Context: an optimization exercise on an open-source flow, tuned for small area. The choices shown serve that exercise and are no tape-out recipe.
The RTL was checked by simulation tests, not by an equivalence proof against the original design.
No driver is modelled on the clock port, so clocking that relies on it looks cheaper here than on a real chip.
Power figures rest on the tool's default switching activity, not on a simulated workload.

## violet
==> flow/design.v (excerpt) <==
module top(
    input wire CLK,              
    input wire RST_BTN,          
    output wire VGA_HS_O,        
    output wire VGA_VS_O,        
    output wire [3:0] VGA_R,     
    output wire [3:0] VGA_G,     
    output wire [3:0] VGA_B      
    );
Size: about 16 I/O pins, about 0.0036 mm^2 of cells after synthesis.
clock: 10.0 ns
lec_check: 0
cap_margin: 20
core_margin: 2
core_utilization: 65
place_density: 0.8
slew_margin: 20
standard.sh (not shown) runs the stock make flow with config.mk's settings and CLKGATE_MAP_FILE= SYNTH_SCRIPT=/design/flow/synth_recipe.tcl, a recipe that flattens the netlist after the stock synthesis.
==> flow/flow/run.sh <==
#!/bin/bash
# Layout flow: the standard flow (standard.sh) with an area-oriented
# technology mapping in synthesis (see overrides.tcl): the design is
# synthesized once with each ABC script flow/abc*.abc, and the layout is
# made from the one with the smallest cell area. Extra ORFS make variables
# are listed one per line in flow/make.args.
# Runs in the work folder; each tool's output goes to a log file here.
set -euo pipefail
work=$(pwd)
cat "$work/flow/overrides.tcl" "$work/synth_recipe.tcl" > "$work/area_synth.tcl"
sed "s|SYNTH_SCRIPT=[^ ]*|SYNTH_SCRIPT=$work/area_synth.tcl|" "$work/standard.sh" > "$work/area_standard.sh"
grep -q "SYNTH_SCRIPT=$work/area_synth.tcl" "$work/area_standard.sh"
extra=()
if [[ -f "$work/flow/make.args" ]]; then
  while IFS= read -r line; do
    [[ -n "$line" ]] && extra+=("$line")
  done < "$work/flow/make.args"
fi

# trial syntheses, one work home each
best=""; best_area=""
pids=()
for s in "$work"/flow/abc*.abc; do
  k=$(basename "$s" .abc)
  sed "s|WORK_HOME=[^ ]*|WORK_HOME=$work/trial_$k|" "$work/area_standard.sh" > "$work/trial_$k.sh"
  grep -q "WORK_HOME=$work/trial_$k" "$work/trial_$k.sh"
  FLOW_AREA_ABC="$s" bash "$work/trial_$k.sh" "${extra[@]}" synth > "$work/synth_$k.log" 2>&1 &
  pids+=($!)
done
for p in "${pids[@]}"; do wait "$p"; done
for s in "$work"/flow/abc*.abc; do
  k=$(basename "$s" .abc)
  a=$(awk '/Chip area for module/ {print $NF}' "$work"/trial_$k/reports/*/top/base/synth_stat.txt | tail -1)
  echo "$k $a" >> "$work/trials.txt"
  if [[ -z "$best" ]] || awk -v a="$a" -v b="$best_area" 'BEGIN { exit !(a < b) }'; then
    best=$s; best_area=$a
  fi
done
echo "chosen $(basename "$best" .abc) $best_area" >> "$work/trials.txt"

export FLOW_AREA_ABC="$best"
bash "$work/area_standard.sh" "${extra[@]}" synth > "$work/synth.log" 2>&1
bash "$work/area_standard.sh" "${extra[@]}" finish > "$work/layout.log" 2>&1
==> flow/flow/abc1.abc <==
strash
dc2
&get -n
&st
&synch2
&dch -f
&nf -R 1000
&put
==> flow/flow/abc2.abc <==
strash
&get -n
&dch -f
&nf -R 1000
&put
==> flow/flow/abc3.abc <==
strash
dc2
dc2
&get -n
&st
&synch2
&dch -f
&nf -R 1000
&put
==> flow/flow/abc4.abc <==
strash
&get -n
&st
&syn2
&dch -f
&nf -R 1000
&put
==> flow/flow/make.args <==
CTS_ARGS=-sink_clustering_enable -repair_clock_nets -dont_use_dummy_load -buf_list sky130_fd_sc_hd__clkbuf_4
BUFFER_PORTS_ARGS=-buffer_cell sky130_fd_sc_hd__buf_1
SKIP_REPAIR_TIE_FANOUT=1
==> flow/flow/overrides.tcl <==
# Prepended to synth_recipe.tcl: the standard synthesis, except that Yosys
# does not extract half and full adders and ABC maps the logic for area
# (flow/area.abc) in place of the speed script. Registers are mapped before
# either step, so their names and cells are the standard synthesis's.
proc extract_fa {args} { puts "run.sh: extract_fa skipped" }
proc abc {args} {
  set i [lsearch -exact $args -script]
  set args [lreplace $args $i [expr {$i + 1}] -script $::env(FLOW_AREA_ABC)]
  yosys abc {*}$args
}
Here is what was changed in the inputs of onyx compared with violet.
==> flow/flow/run.sh <==
#!/bin/bash
# Layout flow: the standard flow (standard.sh) with an area-oriented
# technology mapping in synthesis (see overrides.tcl) and, if flow/cts.args
# exists, its clock tree synthesis options. Runs in the work folder; each
# tool's output goes to a log file here.
set -euo pipefail
work=$(pwd)
cat "$work/flow/overrides.tcl" "$work/synth_recipe.tcl" > "$work/area_synth.tcl"
sed "s|SYNTH_SCRIPT=[^ ]*|SYNTH_SCRIPT=$work/area_synth.tcl|" "$work/standard.sh" > "$work/area_standard.sh"
grep -q "SYNTH_SCRIPT=$work/area_synth.tcl" "$work/area_standard.sh"
export FLOW_AREA_ABC="$work/flow/area.abc"
extra=()
if [[ -f "$work/flow/cts.args" ]]; then
  extra+=("CTS_ARGS=$(tr '\n' ' ' < "$work/flow/cts.args")")
fi
bash "$work/area_standard.sh" "${extra[@]}" synth > "$work/synth.log" 2>&1
bash "$work/area_standard.sh" "${extra[@]}" finish > "$work/layout.log" 2>&1
==> flow/flow/area.abc (new file) <==
strash
dc2
&get -n
&st
&synch2
&dch -f
&nf -R 1000
&put
==> flow/flow/cts.args (new file) <==
-sink_clustering_enable -repair_clock_nets -dont_use_dummy_load
diff --git a/flow/config.mk b/flow/config.mk
--- a/flow/config.mk
+++ b/flow/config.mk
@@ -8,5 +8,5 @@
 export CAP_MARGIN = 20
 export CORE_MARGIN = 2
-export CORE_UTILIZATION = 65
-export PLACE_DENSITY = 0.8
+export CORE_UTILIZATION = 40
+export PLACE_DENSITY = 0.6
 export SLEW_MARGIN = 20
removed: flow/flow/abc1.abc
removed: flow/flow/abc2.abc
removed: flow/flow/abc3.abc
removed: flow/flow/abc4.abc
removed: flow/flow/make.args
[summary]
onyx leaves less setup margin than violet. Against violet as the reference, onyx delivers a higher overall power after layout. Area added between synthesis and finish: onyx and violet compared, higher one is onyx. Going from violet to onyx, cell count grows by about 8%. For the number of search-and-repair iterations in the first detailed-routing pass, onyx came in 1 lower than violet did. Final wirelength: onyx and violet compared, higher one is onyx. onyx vs violet: global-route usage down. onyx gives more wire length the detailed router placed on met1 than violet did. HPWL reported at the end of detailed placement of onyx exceeds that of violet by a little under 10%. Summary of the comparison: share of power burned in combinational logic is lower in onyx, relative to violet. Area: onyx vs violet -> onyx larger.
Edits applied to the flow inputs when going from onyx to quartz:
==> flow/flow/run.sh <==
#!/bin/bash
# Layout flow: the standard flow (standard.sh) with an area-oriented
# technology mapping in synthesis (see overrides.tcl) and the extra ORFS
# make variables listed one per line in flow/make.args, if present.
# Runs in the work folder; each tool's output goes to a log file here.
set -euo pipefail
work=$(pwd)
cat "$work/flow/overrides.tcl" "$work/synth_recipe.tcl" > "$work/area_synth.tcl"
sed "s|SYNTH_SCRIPT=[^ ]*|SYNTH_SCRIPT=$work/area_synth.tcl|" "$work/standard.sh" > "$work/area_standard.sh"
grep -q "SYNTH_SCRIPT=$work/area_synth.tcl" "$work/area_standard.sh"
export FLOW_AREA_ABC="$work/flow/area.abc"
extra=()
if [[ -f "$work/flow/make.args" ]]; then
  while IFS= read -r line; do
    [[ -n "$line" ]] && extra+=("$line")
  done < "$work/flow/make.args"
fi
bash "$work/area_standard.sh" "${extra[@]}" synth > "$work/synth.log" 2>&1
bash "$work/area_standard.sh" "${extra[@]}" finish > "$work/layout.log" 2>&1
==> flow/flow/make.args (new file) <==
CTS_ARGS=-sink_clustering_enable -repair_clock_nets -dont_use_dummy_load -buf_list sky130_fd_sc_hd__clkbuf_16 -sink_clustering_size 30
BUFFER_PORTS_ARGS=-buffer_cell sky130_fd_sc_hd__buf_1
SKIP_REPAIR_TIE_FANOUT=1
CORE_UTILIZATION=70
PLACE_DENSITY=0.85
removed: flow/flow/cts.args
==> run summary <==
In quartz, buffer and inverter count on the worst path is higher than in onyx.
Required time of the critical path: quartz higher than onyx
Compared with onyx, quartz supports a higher clock frequency.
On number of flip-flops and latches, onyx and quartz are neck and neck.
From onyx to quartz the numbers moved as follows: routed wire length now larger, sequential logic power comparable, wire length of the first global-routing pass now smaller.
quartz packs its core tighter than onyx.
Combinational fraction of design power (lower): quartz
When quartz is measured against onyx, its setup slack turns out 650 ps higher.
The area after synthesis was comparable across onyx and quartz.
Inputs modified between quartz and lagoon:
==> flow/flow/run.sh <==
#!/bin/bash
# Layout flow: the standard flow (standard.sh) with an area-oriented
# technology mapping in synthesis (see overrides.tcl) and, if flow/cts.args
# exists, its clock tree synthesis options. Runs in the work folder; each
# tool's output goes to a log file here.
set -euo pipefail
work=$(pwd)
cat "$work/flow/overrides.tcl" "$work/synth_recipe.tcl" > "$work/area_synth.tcl"
sed "s|SYNTH_SCRIPT=[^ ]*|SYNTH_SCRIPT=$work/area_synth.tcl|" "$work/standard.sh" > "$work/area_standard.sh"
grep -q "SYNTH_SCRIPT=$work/area_synth.tcl" "$work/area_standard.sh"
export FLOW_AREA_ABC="$work/flow/area.abc"
extra=()
if [[ -f "$work/flow/cts.args" ]]; then
  extra+=("CTS_ARGS=$(tr '\n' ' ' < "$work/flow/cts.args")")
fi
bash "$work/area_standard.sh" "${extra[@]}" synth > "$work/synth.log" 2>&1
bash "$work/area_standard.sh" "${extra[@]}" finish > "$work/layout.log" 2>&1
==> flow/flow/cts.args (new file) <==
-sink_clustering_enable -repair_clock_nets -dont_use_dummy_load -buf_list sky130_fd_sc_hd__clkbuf_8 -sink_clustering_size 40 -sink_clustering_max_diameter 300
removed: flow/flow/make.args
### Flow results
- Looking at routed wirelength normalized by instance count, lagoon sits about 12% lower than quartz does.
- Taking quartz as the reference, in lagoon total track usage saw a decrease, cell count of the worst reg-to-reg path moved up.


v47:
top again, from the RTL that the note above started with.
## top
module top(
    input wire CLK,              
    input wire RST_BTN,          
    output wire VGA_HS_O,        
    output wire VGA_VS_O,        
    output wire [3:0] VGA_R,     
    output wire [3:0] VGA_G,     
    output wire [3:0] VGA_B      
    );
==> flow/config.mk <==
export PLATFORM = sky130hd
export DESIGN_NAME = top
export DESIGN_NICKNAME = top
export VERILOG_FILES = /design/flow/design.v
export SDC_FILE = /design/flow/constraint.sdc
export NUM_CORES = 4
export LEC_CHECK = 0
export CAP_MARGIN = 20
export CORE_MARGIN = 2
export CORE_UTILIZATION = 75
export PLACE_DENSITY = 0.88
export SLEW_MARGIN = 20
==> flow/constraint.sdc <==
create_clock -name core_clock -period 10.0 [get_ports {CLK}]
set_input_delay 2.0000 -clock core_clock [delete_from_list [all_inputs] [get_ports {CLK}]]
set_output_delay 2.0000 -clock core_clock [all_outputs]
set_load 0.01 [all_outputs]
==> flow/flow/run.sh <==
#!/bin/bash
# Layout flow: the standard flow (standard.sh) with an area-oriented
# technology mapping in synthesis (see overrides.tcl): the design is
# synthesized once with each ABC script flow/abc*.abc, and the layout is
# made from the one with the smallest cell area. Extra ORFS make variables
# are listed one per line in flow/make.args (__WORK__ stands for the work
# folder).
# Runs in the work folder; each tool's output goes to a log file here.
set -euo pipefail
work=$(pwd)
cat "$work/flow/overrides.tcl" "$work/synth_recipe.tcl" > "$work/area_synth.tcl"
sed "s|SYNTH_SCRIPT=[^ ]*|SYNTH_SCRIPT=$work/area_synth.tcl|" "$work/standard.sh" > "$work/area_standard.sh"
grep -q "SYNTH_SCRIPT=$work/area_synth.tcl" "$work/area_standard.sh"
extra=()
if [[ -f "$work/flow/make.args" ]]; then
  while IFS= read -r line; do
    [[ -n "$line" ]] && extra+=("${line//__WORK__/$work}")
  done < "$work/flow/make.args"
fi

# trial syntheses, one work home each
best=""; best_area=""
pids=()
for s in "$work"/flow/abc*.abc; do
  k=$(basename "$s" .abc)
  sed "s|WORK_HOME=[^ ]*|WORK_HOME=$work/trial_$k|" "$work/area_standard.sh" > "$work/trial_$k.sh"
  grep -q "WORK_HOME=$work/trial_$k" "$work/trial_$k.sh"
  FLOW_AREA_ABC="$s" bash "$work/trial_$k.sh" "${extra[@]}" synth > "$work/synth_$k.log" 2>&1 &
  pids+=($!)
done
for p in "${pids[@]}"; do wait "$p"; done
for s in "$work"/flow/abc*.abc; do
  k=$(basename "$s" .abc)
  a=$(awk '/Chip area for module/ {print $NF}' "$work"/trial_$k/reports/*/top/base/synth_stat.txt | tail -1)
  echo "$k $a" >> "$work/trials.txt"
  if [[ -z "$best" ]] || awk -v a="$a" -v b="$best_area" 'BEGIN { exit !(a < b) }'; then
    best=$s; best_area=$a
  fi
done
echo "chosen $(basename "$best" .abc) $best_area" >> "$work/trials.txt"

rm -rf "$work"/trial_*
export FLOW_AREA_ABC="$best"
bash "$work/area_standard.sh" "${extra[@]}" synth > "$work/synth.log" 2>&1
bash "$work/area_standard.sh" "${extra[@]}" finish > "$work/layout.log" 2>&1
==> flow/flow/abc5.abc <==
strash
dc2
&get -n
&st
&synch2
&dch -f
&if -K 4 -a
&mfs
&put
strash
&get -n
&dch -f
&nf -R 1000
&put
==> flow/flow/abc6.abc <==
strash
balance
rewrite
refactor
balance
rewrite -z
rewrite -z
dc2
&get -n
&st
&dch -f
&nf -R 1000
&put
==> flow/flow/abc7.abc <==
strash
dc2
&get -n
&st
&synch2
&dch -f
&nf -R 2000 -C 32
&put
==> flow/flow/abc8.abc <==
strash
ifraig
dc2
&get -n
&st
&synch2
&dch -f
&nf -R 1000
&put
==> flow/flow/make.args <==
CTS_ARGS=-sink_clustering_enable -repair_clock_nets -dont_use_dummy_load -buf_list sky130_fd_sc_hd__clkbuf_4
BUFFER_PORTS_ARGS=-buffer_cell sky130_fd_sc_hd__buf_1
SKIP_REPAIR_TIE_FANOUT=1
POST_CTS_TCL=__WORK__/flow/post_cts.tcl
==> flow/flow/post_cts.tcl <==
estimate_parasitics -placement
set leaves {}
foreach inst [get_cells *] {
  if { [get_property $inst ref_name] ne "sky130_fd_sc_hd__clkbuf_4" } { continue }
  set out [get_pins [get_name $inst]/X]
  set leaf 1
  foreach load [get_pins -of_objects [get_nets -of_objects $out] -filter "direction == input"] {
    set cell [get_cells -of_objects $load]
    if { [string match "sky130_fd_sc_hd__clkbuf*" [get_property $cell ref_name]] } {
      set leaf 0
    }
  }
  if { $leaf && [get_property $out slew_max] > 0.110 } {
    lappend leaves $inst
  }
}
foreach inst $leaves {
  puts "post_cts: [get_name $inst] now sky130_fd_sc_hd__clkbuf_8"
  replace_cell $inst sky130_fd_sc_hd__clkbuf_8
}
if { [llength $leaves] > 0 } {
  detailed_placement
  check_placement -verbose
  estimate_parasitics -placement
}
Scripts as last shown in full above: flow/flow/overrides.tcl
Other scripts of this flow, unchanged in this note and not shown: flow/flow/abc1.abc, flow/flow/abc2.abc, flow/flow/abc3.abc, flow/flow/abc4.abc
The flow did not stop early for v47: all stages ran, and the layout cleared the timing, DRC and antenna checks.
#### Input delta (v48 over v47)
Settings: swapping 75 for 65 in CORE_UTILIZATION; swapping 0.88 for 0.8 in PLACE_DENSITY.
diff --git a/flow/flow/run.sh b/flow/flow/run.sh
--- a/flow/flow/run.sh
+++ b/flow/flow/run.sh
@@ -5,4 +5,3 @@
 # made from the one with the smallest cell area. Extra ORFS make variables
-# are listed one per line in flow/make.args (__WORK__ stands for the work
-# folder).
+# are listed one per line in flow/make.args.
 # Runs in the work folder; each tool's output goes to a log file here.
@@ -16,3 +15,3 @@
   while IFS= read -r line; do
-    [[ -n "$line" ]] && extra+=("${line//__WORK__/$work}")
+    [[ -n "$line" ]] && extra+=("$line")
   done < "$work/flow/make.args"
@@ -41,3 +40,2 @@
 
-rm -rf "$work"/trial_*
 export FLOW_AREA_ABC="$best"
==> flow/flow/make.args <==
CTS_ARGS=-sink_clustering_enable -repair_clock_nets -dont_use_dummy_load -buf_list {sky130_fd_sc_hd__clkbuf_4 sky130_fd_sc_hd__clkbuf_8}
BUFFER_PORTS_ARGS=-buffer_cell sky130_fd_sc_hd__buf_1
SKIP_REPAIR_TIE_FANOUT=1
removed: flow/flow/abc5.abc
removed: flow/flow/abc6.abc
removed: flow/flow/abc7.abc
removed: flow/flow/abc8.abc
removed: flow/flow/post_cts.tcl
### Flow results
Going from v47 to v48, minimum setup slack in the final design grew by 0.15 ns; starting density of the core shrank by 10 points; met2 layer usage reported by global route shrank by 7.9 points.
[inputs] v8 vs v48
Settings: swapping 0.8 for 0.6 in PLACE_DENSITY; swapping 65 for 40 in CORE_UTILIZATION.
==> flow/flow/make.args <==
CTS_ARGS=-sink_clustering_enable -repair_clock_nets -dont_use_dummy_load
BUFFER_PORTS_ARGS=-buffer_cell sky130_fd_sc_hd__buf_1
SKIP_REPAIR_TIE_FANOUT=1
## What came out
Relative to v48, the average wire per standard cell measured on v8 has increased slightly.
Looking at the reports, v8 completed the entire flow and the layout it produced met the timing, DRC and antenna checks.
Comparing y dimension of the die for v8 and v48, the smaller number came from v48.
Delta (v8 minus v48): number of well-tap cells placed increased by about 50% relative to the old numbers; filler-free cell count of the finished design increased by 7.0% relative to the old numbers; detailed-route vias per instance decreased by 6.3% relative to the old numbers; headroom to the max-slew limit increased by 13 points relative to the old numbers.
In the tables for v8 and v48, worst hold slack reads lower with v48.
#### Input delta (v32 over v8)
Settings: swapping 0.6 for 0.88 in PLACE_DENSITY; swapping 40 for 75 in CORE_UTILIZATION.
diff --git a/flow/flow/run.sh b/flow/flow/run.sh
--- a/flow/flow/run.sh
+++ b/flow/flow/run.sh
@@ -40,2 +40,3 @@
 
+rm -rf "$work"/trial_*
 export FLOW_AREA_ABC="$best"
==> flow/flow/abc5.abc (new file) <==
strash
dc2
&get -n
&st
&synch2
&dch -f
&if -K 4 -a
&mfs
&put
strash
&get -n
&dch -f
&nf -R 1000
&put
==> flow/flow/abc6.abc (new file) <==
strash
balance
rewrite
refactor
balance
rewrite -z
rewrite -z
dc2
&get -n
&st
&dch -f
&nf -R 1000
&put
==> flow/flow/abc7.abc (new file) <==
strash
dc2
&get -n
&st
&synch2
&dch -f
&nf -R 2000 -C 32
&put
==> flow/flow/abc8.abc (new file) <==
strash
ifraig
dc2
&get -n
&st
&synch2
&dch -f
&nf -R 1000
&put
==> flow/flow/make.args <==
CTS_ARGS=-sink_clustering_enable -repair_clock_nets -dont_use_dummy_load -buf_list sky130_fd_sc_hd__clkbuf_4
BUFFER_PORTS_ARGS=-buffer_cell sky130_fd_sc_hd__buf_1
SKIP_REPAIR_TIE_FANOUT=1
==> run summary <==
v32 finished every stage and its layout cleared the timing, DRC and antenna checks. When v32 is set beside v8, its share of power burned in registers turns out to be 4.4 points larger. Synthesized cell count: v8 vs v32 — no meaningful difference. The maximum achievable frequency of v32 was inferior to that of v8. Changes observed in v32 relative to v8: global-route wire length before repair dropped about 6%, signal arrival time at the worst endpoint climbed 0.04 ns, buffering overhead barely changed, met2 demand-to-capacity share in global routing climbed 21 points. Least setup slack across all paths after layout delta for v32 relative to v8: 0.039 ns lower. Between v8 and v32, the flow reports placeable core region decreasing by more than a quarter.
Modified inputs, v23 compared to v32
Settings: a change of PLACE_DENSITY from 0.88 to 0.92; a change of CORE_UTILIZATION from 75 to 85.
## What came out
The remaining runs in v32 and v23 completed every stage, whereas v23 halted early. Status: v23 FAILED at global placement without I/O (tool error). Row height of the die: v23 lower / v32 higher. v32 -> v23: area share of and/or/nand/nor cells after synthesis delta 0, exact match. v32 and v23 ended up with nearly the same area of the mapped netlist. Taking v32 as the reference, in v23 floorplan row count shrank by 2; fraction of the mapped netlist area in compound gates held steady; effective utilization at floorplan grew by 12 points; width of the die shrank by about 6%.

static timing again, ports no longer ideal:
No port has a modelled driver above. Below, the same layouts with a new extraction and two added sets of constraints.
Step 1 sets driving cells, clkbuf_16 on the clock port and buf_2 on the other inputs (assumed; they add their load-dependent delay and slew).
Step 2 adds t to the input delays and takes it off the output delays; t is the mean of the earliest and latest rising clock arrival at the registers after step 1. Input paths then give back, and output paths get back, about the clock's delay inside the block.
Three values: no drivers, after step 1, after step 2; two values: the first two.
run | shift t [ns] | setup slack, ns | latest minus earliest clock arrival (ns) | cell pins on the clock port's net
violet | 0.425 | 5.589 / 5.559 / 5.984 | 0.031 / 0.031 | 1
onyx | 0.364 | 5.174 / 5.144 / 5.413 | 0.010 / 0.010 | 1
quartz | 0.358 | 5.821 / 5.795 / 5.469 | 0.014 / 0.014 | 1
lagoon | 0.364 | 5.174 / 5.144 / 5.413 | 0.010 / 0.010 | 1
v47 | 0.428 | 5.526 / 5.499 / 5.927 | 0.029 / 0.029 | 1
v48 | 0.367 | 5.678 / 5.647 / 6.014 | 0.018 / 0.018 | 1
v8 | 0.371 | 5.586 / 5.555 / 5.926 | 0.024 / 0.024 | 1
v32 | 0.423 | 5.547 / 5.520 / 5.943 | 0.028 / 0.028 | 1
After both steps every run listed still meets setup and hold. The setup slack of quartz, which loses most, moves by -0.026 ns with the drivers and by -0.352 ns with both steps.
